Context: an optimization exercise on an open-source flow, tuned for small area and a short achievable clock period. The choices shown serve that exercise and are no tape-out recipe.
In this exercise RTL edits were held to simulation tests only and were not proved equivalent to the original.
No activity file was given, so power comes from the tool's default toggle rates.

Design MicroUAZ8Bits2020V02, start of the top module:
module MicroUAZ8Bits2020V02(
    input Clk,
    input Rst,
    input [8:0] i_Instruction,
    input [7:0] i_Dato_Bus,
    output [7:0] o_Addres_Instruction_Bus,
    output [7:0] o_DataOut_Bus,
    output [7:0] o_Addres_Data_Bus,
    output RW
    );
For scale: about 710 cells after synthesis, about 76 flip-flops, ~44 I/O pins, roughly 6200 um^2 of cells after synthesis.
Settings: LEC_CHECK=0, CAP_MARGIN=20, CORE_MARGIN=2, CORE_UTILIZATION=40, SLEW_MARGIN=20; clock period 6.0 ns.
run.sh (not shown) runs the stock make flow with config.mk's settings and CLKGATE_MAP_FILE= SYNTH_SCRIPT=/design/flow/synth_recipe.tcl, a recipe that flattens the netlist after the stock synthesis.
The starting point ran to the end with no violations.
Edit:
==> flow/flow/run.sh (new file) <==
#!/bin/bash
# Own layout flow: the standard ORFS flow (standard.sh) with two changes:
#  - synthesis maps with an area-oriented ABC script (flow/abc.script);
#  - port buffers use sky130_fd_sc_hd__buf_1 instead of the default
#    delay cell; repair_timing resizes them as timing needs.
# Each tool's output stays in orfs/logs/; make's own output in run_make.log.
set -euo pipefail
W=$(pwd)
export FLOW_WORK=$W
unset MY_ABC_SCRIPT || true
bash standard.sh SYNTH_SCRIPT=$W/flow/my_synth.tcl \
  "BUFFER_PORTS_ARGS=-buffer_cell sky130_fd_sc_hd__buf_1" finish > $W/run_make.log 2>&1
==> flow/flow/my_synth.tcl (new file) <==
# The standard synthesis (synth_recipe.tcl, sourced unchanged) with one
# change: Yosys's abc pass runs the ABC script named by MY_ABC_SCRIPT in
# place of ORFS's abc_speed script.
proc abc {args} {
  set i [lsearch -exact $args -script]
  if { $i >= 0 && [info exists ::env(MY_ABC_SCRIPT)] } {
    lset args [expr { $i + 1 }] $::env(MY_ABC_SCRIPT)
  }
  puts "my_synth: abc $args"
  yosys abc {*}$args
}
source $::env(FLOW_WORK)/synth_recipe.tcl
==> flow/standard.sh (new file) <==
#!/bin/bash
# synth_recipe.tcl (not shown) runs the flow's synth.tcl, then flattens the netlist and writes it again
# the make line also repeats each setting of config.mk as NAME=value (left out here)
make -C /OpenROAD-flow-scripts/flow DESIGN_CONFIG=/design/flow/config.mk WORK_HOME=/design/flow/orfs CLKGATE_MAP_FILE= SYNTH_SCRIPT=/design/flow/synth_recipe.tcl "${@:-finish}"
SETUP_SLACK_MARGIN = 2.5   (was not set)
removed: flow/run.sh
Result:
- The new run produced a clean layout
- area after synthesis is unchanged
- power grows by roughly a tenth
- via count grows by a little under a tenth
- design area grows by about a fifth
- wire length grows by roughly a tenth
- worst setup slack improved by 1.5 ns
- non-clock buffer count grows by 70
- global-route usage grows by 1.6 points
- combinational power grows by a quarter to a third
Edit:
==> flow/run.sh (new file) <==
#!/bin/bash
# synth_recipe.tcl (not shown) runs the flow's synth.tcl, then flattens the netlist and writes it again
# the make line also repeats each setting of config.mk as NAME=value (left out here)
make -C /OpenROAD-flow-scripts/flow DESIGN_CONFIG=/design/flow/config.mk WORK_HOME=/design/flow/orfs CLKGATE_MAP_FILE= SYNTH_SCRIPT=/design/flow/synth_recipe.tcl finish
removed: flow/flow/run.sh
removed: flow/flow/my_synth.tcl
removed: flow/standard.sh
=>
- The new run went through all stages and came out clean
- clock-buffer cell count drops by 2
- flip-flop and latch count is unchanged
- wire length climbs by 0.70%
- first-iteration DRC count drops by 0.71%
- synthesized cell count does not change
- register-to-register slack gains 0.15 ns

---

Setup of build 30:
Another version of the RTL of MicroUAZ8Bits2020V02 (not shown whole).
For scale: ~44 I/O pins, ~5200 sq um of cells after synthesis.
export LEC_CHECK = 0
export CAP_MARGIN = 20
export CORE_MARGIN = 2
export CORE_UTILIZATION = 40
export CTS_BUF_LIST = sky130_fd_sc_hd__clkbuf_8
export CTS_CLUSTER_SIZE = 25
export SETUP_SLACK_MARGIN = 2.5
export SLEW_MARGIN = 20
export TNS_END_PERCENT = 0
create_clock -name core_clock -period 6.0 [get_ports {Clk}]
standard.sh (not shown) runs the stock make flow with config.mk's settings and CLKGATE_MAP_FILE= SYNTH_SCRIPT=/design/flow/synth_recipe.tcl, a recipe that flattens the netlist after the stock synthesis.
==> flow/flow/run.sh <==
#!/bin/bash
# Own layout flow: the standard ORFS flow (standard.sh), with the
# changes set in flow/opts.sh:
#  - MY_ABC_SCRIPT: ABC script for synthesis's mapping (via my_synth.tcl,
#    which sources synth_recipe.tcl unchanged and only swaps abc's script);
#  - EXTRA: further make variables (port buffer cell, adder mapping, ...).
# Each tool's output stays in orfs/logs/; make's own output in run_make.log.
set -euo pipefail
W=$(pwd)
export FLOW_WORK=$W
EXTRA=()
source $W/flow/opts.sh
bash standard.sh SYNTH_SCRIPT=$W/flow/my_synth.tcl "${EXTRA[@]}" finish > $W/run_make.log 2>&1
==> flow/flow/abc.script <==
&get -n
&st
&dch
&nf
&put
==> flow/flow/my_synth.tcl <==
# The standard synthesis (synth_recipe.tcl, sourced unchanged) with one
# change: Yosys's abc pass runs the ABC script named by MY_ABC_SCRIPT in
# place of ORFS's abc_speed script.
proc abc {args} {
  set i [lsearch -exact $args -script]
  if { $i >= 0 && [info exists ::env(MY_ABC_SCRIPT)] } {
    lset args [expr { $i + 1 }] $::env(MY_ABC_SCRIPT)
  }
  puts "my_synth: abc $args"
  yosys abc {*}$args
}
source $::env(FLOW_WORK)/synth_recipe.tcl
==> flow/flow/opts.sh <==
# options for run.sh
export MY_ABC_SCRIPT=$W/flow/abc.script
EXTRA=( "BUFFER_PORTS_ARGS=-buffer_cell sky130_fd_sc_hd__buf_1" "ADDER_MAP_FILE=" )
diff inputs: build 30 => build 13
==> flow/flow/abc.script <==
&get -n
&st
&dch -f
&nf -R 1000
&put
-- flow/flow/my_synth.tcl --
<<< build 30, line 2
# change: Yosys's abc pass runs the ABC script named by MY_ABC_SCRIPT in
# place of ORFS's abc_speed script.
proc abc {args} {
>>> build 13, line 2
# change: Yosys's abc pass runs the ABC script named by MY_ABC_SCRIPT in
# place of ORFS's abc_speed script, and keeps abc from the cells named in
# MY_ABC_DONT_USE, if set.
proc abc {args} {
<<< build 30, line 8
  }
  puts "my_synth: abc $args"
>>> build 13, line 9
  }
  if { [info exists ::env(MY_ABC_DONT_USE)] } {
    foreach c $::env(MY_ABC_DONT_USE) { lappend args -dont_use $c }
  }
  puts "my_synth: abc $args"
-- flow/config.mk --
<<< build 30, line 9
export CORE_MARGIN = 2
export CORE_UTILIZATION = 40
export CTS_BUF_LIST = sky130_fd_sc_hd__clkbuf_8
>>> build 13, line 9
export CORE_MARGIN = 2
export CORE_UTILIZATION = 70
export CTS_BUF_LIST = sky130_fd_sc_hd__clkbuf_8
==> comparison <==
- Taking build 30 as the reference, in build 13 per-instance average area after synthesis went down 0.11 sq um, post-synthesis cell area shrank by 4.2%, cell count after synthesis dropped 2.9%.
- Build 13: GRT-0232 in global routing -> run aborted
- Compared with build 30, build 13 shows a worst setup slack after placement that is 0.44 ns higher.
> inputs changed (build 13 -> build 79)
-- flow/config.mk --
<<< build 13, line 9
export CORE_MARGIN = 2
export CORE_UTILIZATION = 70
export CTS_BUF_LIST = sky130_fd_sc_hd__clkbuf_8
>>> build 79, line 9
export CORE_MARGIN = 2
export CORE_UTILIZATION = 55
export CTS_BUF_LIST = sky130_fd_sc_hd__clkbuf_8
## What came out
Post-synthesis instance area: build 79 vs build 13 identical
Comparing build 79 against build 13, there is no change at all in number of enable-type register cells in the synthesized netlist.
Build 79 ran to completion and came out clean on the timing, design-rule and antenna checks.
No final results exist for build 13, since it was stopped by error GRT-0232 during global routing.
Post-place setup slack: build 13 and build 79 compared, lower one is build 79
Going from build 13 to build 79, number of placement rows went up; synthesized netlist net count closely matched the old numbers.
Looking at HPWL after detailed placement, build 79 sits below build 13.
Lower number of placed instances with taps included goes to build 13 over build 79.
Relative to build 79, the following input files were edited for build 63:
==> flow/flow/opts.sh <==
# options for run.sh
export MY_ABC_SCRIPT=$W/flow/abc.script
EXTRA=( "BUFFER_PORTS_ARGS=-buffer_cell sky130_fd_sc_hd__buf_1" "ADDER_MAP_FILE=" "RECOVER_POWER=100" )
-- flow/config.mk --
<<< build 79, line 9
export CORE_MARGIN = 2
export CORE_UTILIZATION = 55
export CTS_BUF_LIST = sky130_fd_sc_hd__clkbuf_8
>>> build 63, line 9
export CORE_MARGIN = 2
export CORE_UTILIZATION = 40
export CTS_BUF_LIST = sky130_fd_sc_hd__clkbuf_8
Notes after the runs:
- In build 63 the implementation ran to completion but is not tape-out ready, as the final checks report max-capacitance violations, max-slew violations.
- Summary of build 63 over build 79: minimum hold slack has increased, fraction of power spent switching nets has increased, full die area has increased, wire length has increased, worst relative slew slack has decreased.
- Delta (build 63 minus build 79): total power draw stayed essentially flat, maximum frequency shows a reduction of 20%.
- Number of global-route vias before repair in build 63 is about 4.7% higher than in build 79
- For build 63, the critical path launch point was i_Instruction[0], unlike build 79, where it was i_Instruction[2].

---

== run 1 ==
The RTL this note starts from:
==> flow/design.v <==
`timescale 1ns / 1ps
module MicroUAZ8Bits2020V02(
    input Clk,
    input Rst,
    input [8:0] i_Instruction,
    input [7:0] i_Dato_Bus,
    output [7:0] o_Addres_Instruction_Bus,
    output [7:0] o_DataOut_Bus,
    output [7:0] o_Addres_Data_Bus,
    output RW
    );
    wire [2:0] op = i_Instruction[8:6];
    wire [2:0] a  = i_Instruction[5:3];
    wire [2:0] b  = i_Instruction[2:0];
    reg [7:0] R [0:7];
    reg [7:0] PC;
    reg C;
    reg fl, Zs, Ns;
    wire [7:0] Ra = R[a];
    wire [7:0] Rb = R[b];
    wire [7:0] R0 = R[0];
    wire Z = fl ? (R0 == 8'd0) & ~C : Zs;
    wire N = fl ? R0[7] : Ns;
    assign RW = ~op[2] & op[1];
    assign o_Addres_Data_Bus = op[1] ? Ra : Rb;
    wire [7:0] rbi = (op[0] | op[2]) ? Rb : {5'b0, b};
    assign o_DataOut_Bus = rbi;
    assign o_Addres_Instruction_Bus = PC;
    wire sub = b[0];
    wire [8:0] s = {1'b0, R0 ^ {8{sub}}} + {1'b0, Ra};
    wire [8:0] addsub = {s[8], s[7:0] ^ {8{sub}}};
    wire left = ~b[0];
    wire [8:0] v = left ? {R0[0], R0[1], R0[2], R0[3], R0[4], R0[5], R0[6], R0[7], 1'b0}
                        : {1'b0, R0};
    wire [8:0] vs = v >> Ra;
    wire [8:0] sh = left ? {vs[0], vs[1], vs[2], vs[3], vs[4], vs[5], vs[6], vs[7], vs[8]} : vs;
    reg [3:0] tt;
    always @* begin
        case (b[1:0])
            2'd0: tt = 4'b0011;    
            2'd1: tt = 4'b1000;    
            2'd2: tt = 4'b1110;    
            default: tt = 4'b0110;  
        endcase
    end
    wire [7:0] lg;
    genvar k;
    generate
        for (k = 0; k < 8; k = k + 1) begin : lgb
            assign lg[k] = tt[{R0[k], Ra[k]}];
        end
    endgenerate
    wire [8:0] res = b[2] ? {b[1:0] == 2'd0, lg} : (b[1] ? sh : addsub);
    wire is_math = op == 3'b101;
    wire is_jump = op == 3'b110;
    wire link    = is_jump & (b == 3'd1);
    wire wa = (op[2:1] == 2'b00) | (op == 3'b100);
    wire [7:0] wd = (op[0] & ~op[2]) ? i_Dato_Bus : rbi;
    reg taken;
    always @* begin
        case (b)
            3'd0, 3'd1: taken = 1'b1;
            3'd2: taken = Z;
            3'd3: taken = ~Z;
            3'd4: taken = N;
            3'd5: taken = ~N;
            3'd6: taken = C;
            default: taken = ~C;
        endcase
    end
    integer i;
    always @(posedge Clk, posedge Rst) begin
        if (Rst) begin
            for (i = 0; i < 8; i = i + 1) R[i] <= 8'd0;
            PC <= 8'd0;
            C <= 1'b0; fl <= 1'b0; Zs <= 1'b0; Ns <= 1'b0;
        end else begin
            for (i = 1; i < 7; i = i + 1)
                if (wa && a == i) R[i] <= wd;
            if (is_math) R[0] <= res[7:0];
            else if (wa && a == 3'd0) R[0] <= wd;
            if (link) R[7] <= PC;
            else if (wa && a == 3'd7) R[7] <= wd;
            PC <= (is_jump & taken) ? Ra : PC + 8'd1;
            if (is_math) begin
                C <= res[8];
                fl <= 1'b1;
            end else if (wa && a == 3'd0) begin
                fl <= 1'b0;
                Zs <= Z;
                Ns <= N;
            end
        end
    end
endmodule
export LEC_CHECK = 0
export CAP_MARGIN = 20
export CORE_MARGIN = 2
export CORE_UTILIZATION = 40
export CTS_BUF_LIST = sky130_fd_sc_hd__clkbuf_8
export CTS_CLUSTER_SIZE = 25
export SETUP_SLACK_MARGIN = 2.5
export SLEW_MARGIN = 20
export TNS_END_PERCENT = 10
create_clock -name core_clock -period 6.0 [get_ports {Clk}]
==> flow/flow/abc.script <==
&get -n
&st
&dch -f
&nf -R 1000
&put
==> flow/flow/my_synth.tcl <==
# The standard synthesis (synth_recipe.tcl, sourced unchanged) with one
# change: Yosys's abc pass runs the ABC script named by MY_ABC_SCRIPT in
# place of ORFS's abc_speed script, and keeps abc from the cells named in
# MY_ABC_DONT_USE, if set.
proc abc {args} {
  set i [lsearch -exact $args -script]
  if { $i >= 0 && [info exists ::env(MY_ABC_SCRIPT)] } {
    lset args [expr { $i + 1 }] $::env(MY_ABC_SCRIPT)
  }
  if { [info exists ::env(MY_ABC_DONT_USE)] } {
    foreach c $::env(MY_ABC_DONT_USE) { lappend args -dont_use $c }
  }
  puts "my_synth: abc $args"
  yosys abc {*}$args
}
source $::env(FLOW_WORK)/synth_recipe.tcl
==> flow/flow/opts.sh <==
# options for run.sh
export MY_ABC_SCRIPT=$W/flow/abc.script
EXTRA=( "BUFFER_PORTS_ARGS=-buffer_cell sky130_fd_sc_hd__buf_1" "ADDER_MAP_FILE=" )
Scripts as last shown in full above: flow/flow/run.sh
Run 1 completed every stage of the flow, and the final layout passed the timing, design-rule and antenna checks.
Here is what was changed in the inputs of run 2 compared with run 1.
- SETUP_SLACK_MARGIN changed from 2.5 to 2.2
- TNS_END_PERCENT changed from 10 to 0
- CORE_UTILIZATION changed from 40 to 55
[summary]
When run 2 is measured against run 1, its largest stage delay on the critical path turns out 460 ps lower. Worst hold slack across run 2 and run 1: no real change. Cmp run 2 vs run 1: global-route wire length before repair lower in run 2. Headroom to the max-slew limit (run 2 over run 1): increase, 4.2 points. | aggregate routed wire length | run 2 vs run 1 | 1700 um lower |. [compare] base=run 1 new=run 2: switching portion of total power went down 1.4 points, final cell count down 7.9%, critical path depth now sits higher, die area moved down, sequential share of layout area climbed 0.78 points. Run 2: met1 layer usage reported by global route 5.7 points above run 1.
### run 2 -> run 3
- removing CTS_BUF_LIST (formerly sky130_fd_sc_hd__clkbuf_8)
- changing CORE_UTILIZATION from 55 to 40
- changing SETUP_SLACK_MARGIN from 2.2 to 2.0
- removing CTS_CLUSTER_SIZE (formerly 25)
==> flow/flow/abc.script <==
&get -n
&st
&dch
&nf
&put
==> flow/flow/my_synth.tcl <==
# The standard synthesis (synth_recipe.tcl, sourced unchanged) with one
# change: Yosys's abc pass runs the ABC script named by MY_ABC_SCRIPT in
# place of ORFS's abc_speed script.
proc abc {args} {
  set i [lsearch -exact $args -script]
  if { $i >= 0 && [info exists ::env(MY_ABC_SCRIPT)] } {
    lset args [expr { $i + 1 }] $::env(MY_ABC_SCRIPT)
  }
  puts "my_synth: abc $args"
  yosys abc {*}$args
}
source $::env(FLOW_WORK)/synth_recipe.tcl
[summary]
Core utilization sits lower in run 3 than in run 2. Largest vdd supply drop ended up 20 uV higher on run 3 than on run 2. Fraction of the mapped netlist area in simple logic gates (run 3 over run 2): increase, 3.3 points. Changes observed in run 3 relative to run 2: sum of internal, switching and leakage power now larger; final critical delay including setup and external delays rose 170 ps; number of rows created at floorplan shows an increase of 7; share of final layout cell area taken by non-clock buffers lost 1.1 points. Comparing run 3 and run 2, the higher post-route fraction of the period consumed by the critical path is on run 3.
### run 3 -> run 4
- CORE_UTILIZATION: 40 -> 60
- CTS_CLUSTER_SIZE: unset -> 25
- CTS_BUF_LIST: unset -> sky130_fd_sc_hd__clkbuf_8
- SETUP_SLACK_MARGIN: 2.0 -> 2.5
==> flow/flow/abc.script <==
&get -n
&st
&dch -f
&nf -R 1000
&put
diff --git a/flow/flow/my_synth.tcl b/flow/flow/my_synth.tcl
--- a/flow/flow/my_synth.tcl
+++ b/flow/flow/my_synth.tcl
@@ -2,3 +2,4 @@
 # change: Yosys's abc pass runs the ABC script named by MY_ABC_SCRIPT in
-# place of ORFS's abc_speed script.
+# place of ORFS's abc_speed script, and keeps abc from the cells named in
+# MY_ABC_DONT_USE, if set.
 proc abc {args} {
@@ -8,2 +9,5 @@
   }
+  if { [info exists ::env(MY_ABC_DONT_USE)] } {
+    foreach c $::env(MY_ABC_DONT_USE) { lappend args -dont_use $c }
+  }
   puts "my_synth: abc $args"
### Flow results
Run 4 leaves more setup margin than run 3.
In the flow results for run 3 and run 4, the clock share of power is larger on run 3.
Run 4: mean post-synth cell area is about 1.3% lower than what run 3 reported.
Run 4 — proportion of power drawn by flip-flops and latches 3.9 points higher, run 3 as reference
Comparing run 3 and run 4, the higher clock transition time at the flip-flop clock pins of the worst setup and hold paths is on run 4.
diff inputs: run 4 => run 5
- CORE_UTILIZATION now 40, was 60
==> flow/flow/abc.script <==
&get -n
&st
&dch
&nf
&put
==> flow/flow/opts.sh <==
# options for run.sh
export MY_ABC_SCRIPT=$W/flow/abc.script
export MY_ABC_DONT_USE="sky130_fd_sc_hd__a222oi_1 sky130_fd_sc_hd__a2111oi_0 sky130_fd_sc_hd__a2111oi_1 sky130_fd_sc_hd__o2111ai_1 sky130_fd_sc_hd__o2111ai_2 sky130_fd_sc_hd__a2111o_1 sky130_fd_sc_hd__o2111a_1"
EXTRA=( "BUFFER_PORTS_ARGS=-buffer_cell sky130_fd_sc_hd__buf_1" "ADDER_MAP_FILE=" )
### Flow results
When the final numbers for run 4 and run 5 were put side by side, the share of the clock period used by the worst path after layout turned out to be smaller in run 5. Against run 4, post-route worst setup slack in run 5 came out better. Count of non-CTS buffers in the layout in run 5 is about 2.7% above run 4. Wire: run 5 routes more than run 4.
> inputs changed (run 5 -> run 6)
==> flow/flow/abc.script <==
&get -n
&st
&dch -f
&nf -R 1000
&st
&dch -f
&nf -R 1000
&put
==> flow/flow/opts.sh <==
# options for run.sh
export MY_ABC_SCRIPT=$W/flow/abc.script
EXTRA=( "BUFFER_PORTS_ARGS=-buffer_cell sky130_fd_sc_hd__buf_1" "ADDER_MAP_FILE=" )
The cell count along the critical path in run 6 was lower than what run 5 gave.
Row number of tapcells: run 6 lower / run 5 higher
Relative to run 5, combinational fraction of design power decreased by 3.7 points in run 6.
Looking at delay of the slowest critical-path stage, run 6 sits above run 5.
Run 6 reached the end of the flow, and the finished layout is clean on the timing, design-rule and antenna checks.
Estimated wirelength of the detail-placed design down about 5% in run 6 wrt run 5
Multi-input gate count: run 6 vs run 5 down 22
Power: run 6 vs run 5 down 180 uW
For the slew at the pin with the worst max-slew slack, run 6 came in 74 ps lower than run 5 did.
Compared with run 5, run 6 shows a lower routed metal-1 wirelength.
| vias per cell | higher: run 6 |
Going from run 5 to run 6, non-clock buffer count shrinks by 37.

==> afterwards: timing with drivers on the ports <==
The results above use ideal ports. As a check the final layouts listed here were re-extracted and re-timed, cells and wires unchanged.
Step 1 sets driving cells, clkbuf_16 on the clock port and buf_2 on the other inputs (assumed; they add their load-dependent delay and slew).
Step 2 adds t to the input delays and takes it off the output delays; t is the mean of the earliest and latest rising clock arrival at the registers after step 1. Input paths then give back, and output paths get back, about the clock's delay inside the block.
Three values: ideal ports, drivers, drivers and shift; two values: the first two.
run	shift t [ns]	setup WS [ns]	cell pins on the clock port's net
the first run of note 1	0.393	0.607 / 0.582 / 0.515	1
the second run of note 1	0.393	2.152 / 2.064 / 1.770	1
the third run of note 1	0.401	2.133 / 1.953 / 1.816	1
build 30	0.398	2.033 / 1.985 / 1.643	1
build 79	0.387	2.020 / 1.945 / 1.640	1
build 63	0.395	1.041 / 0.977 / 0.690	1
run 1	0.392	1.972 / 1.952 / 1.644	1
run 2	0.399	2.023 / 1.929 / 1.754	1
run 3	0.388	1.856 / 1.814 / 1.550	1
run 4	0.402	1.982 / 1.943 / 1.637	1
run 5	0.403	2.015 / 1.859 / 1.546	1
run 6	0.404	1.773 / 1.739 / 1.420	1
The setup slack of run 5, which loses most, moves by -0.156 ns with the drivers and by -0.469 ns with both steps.
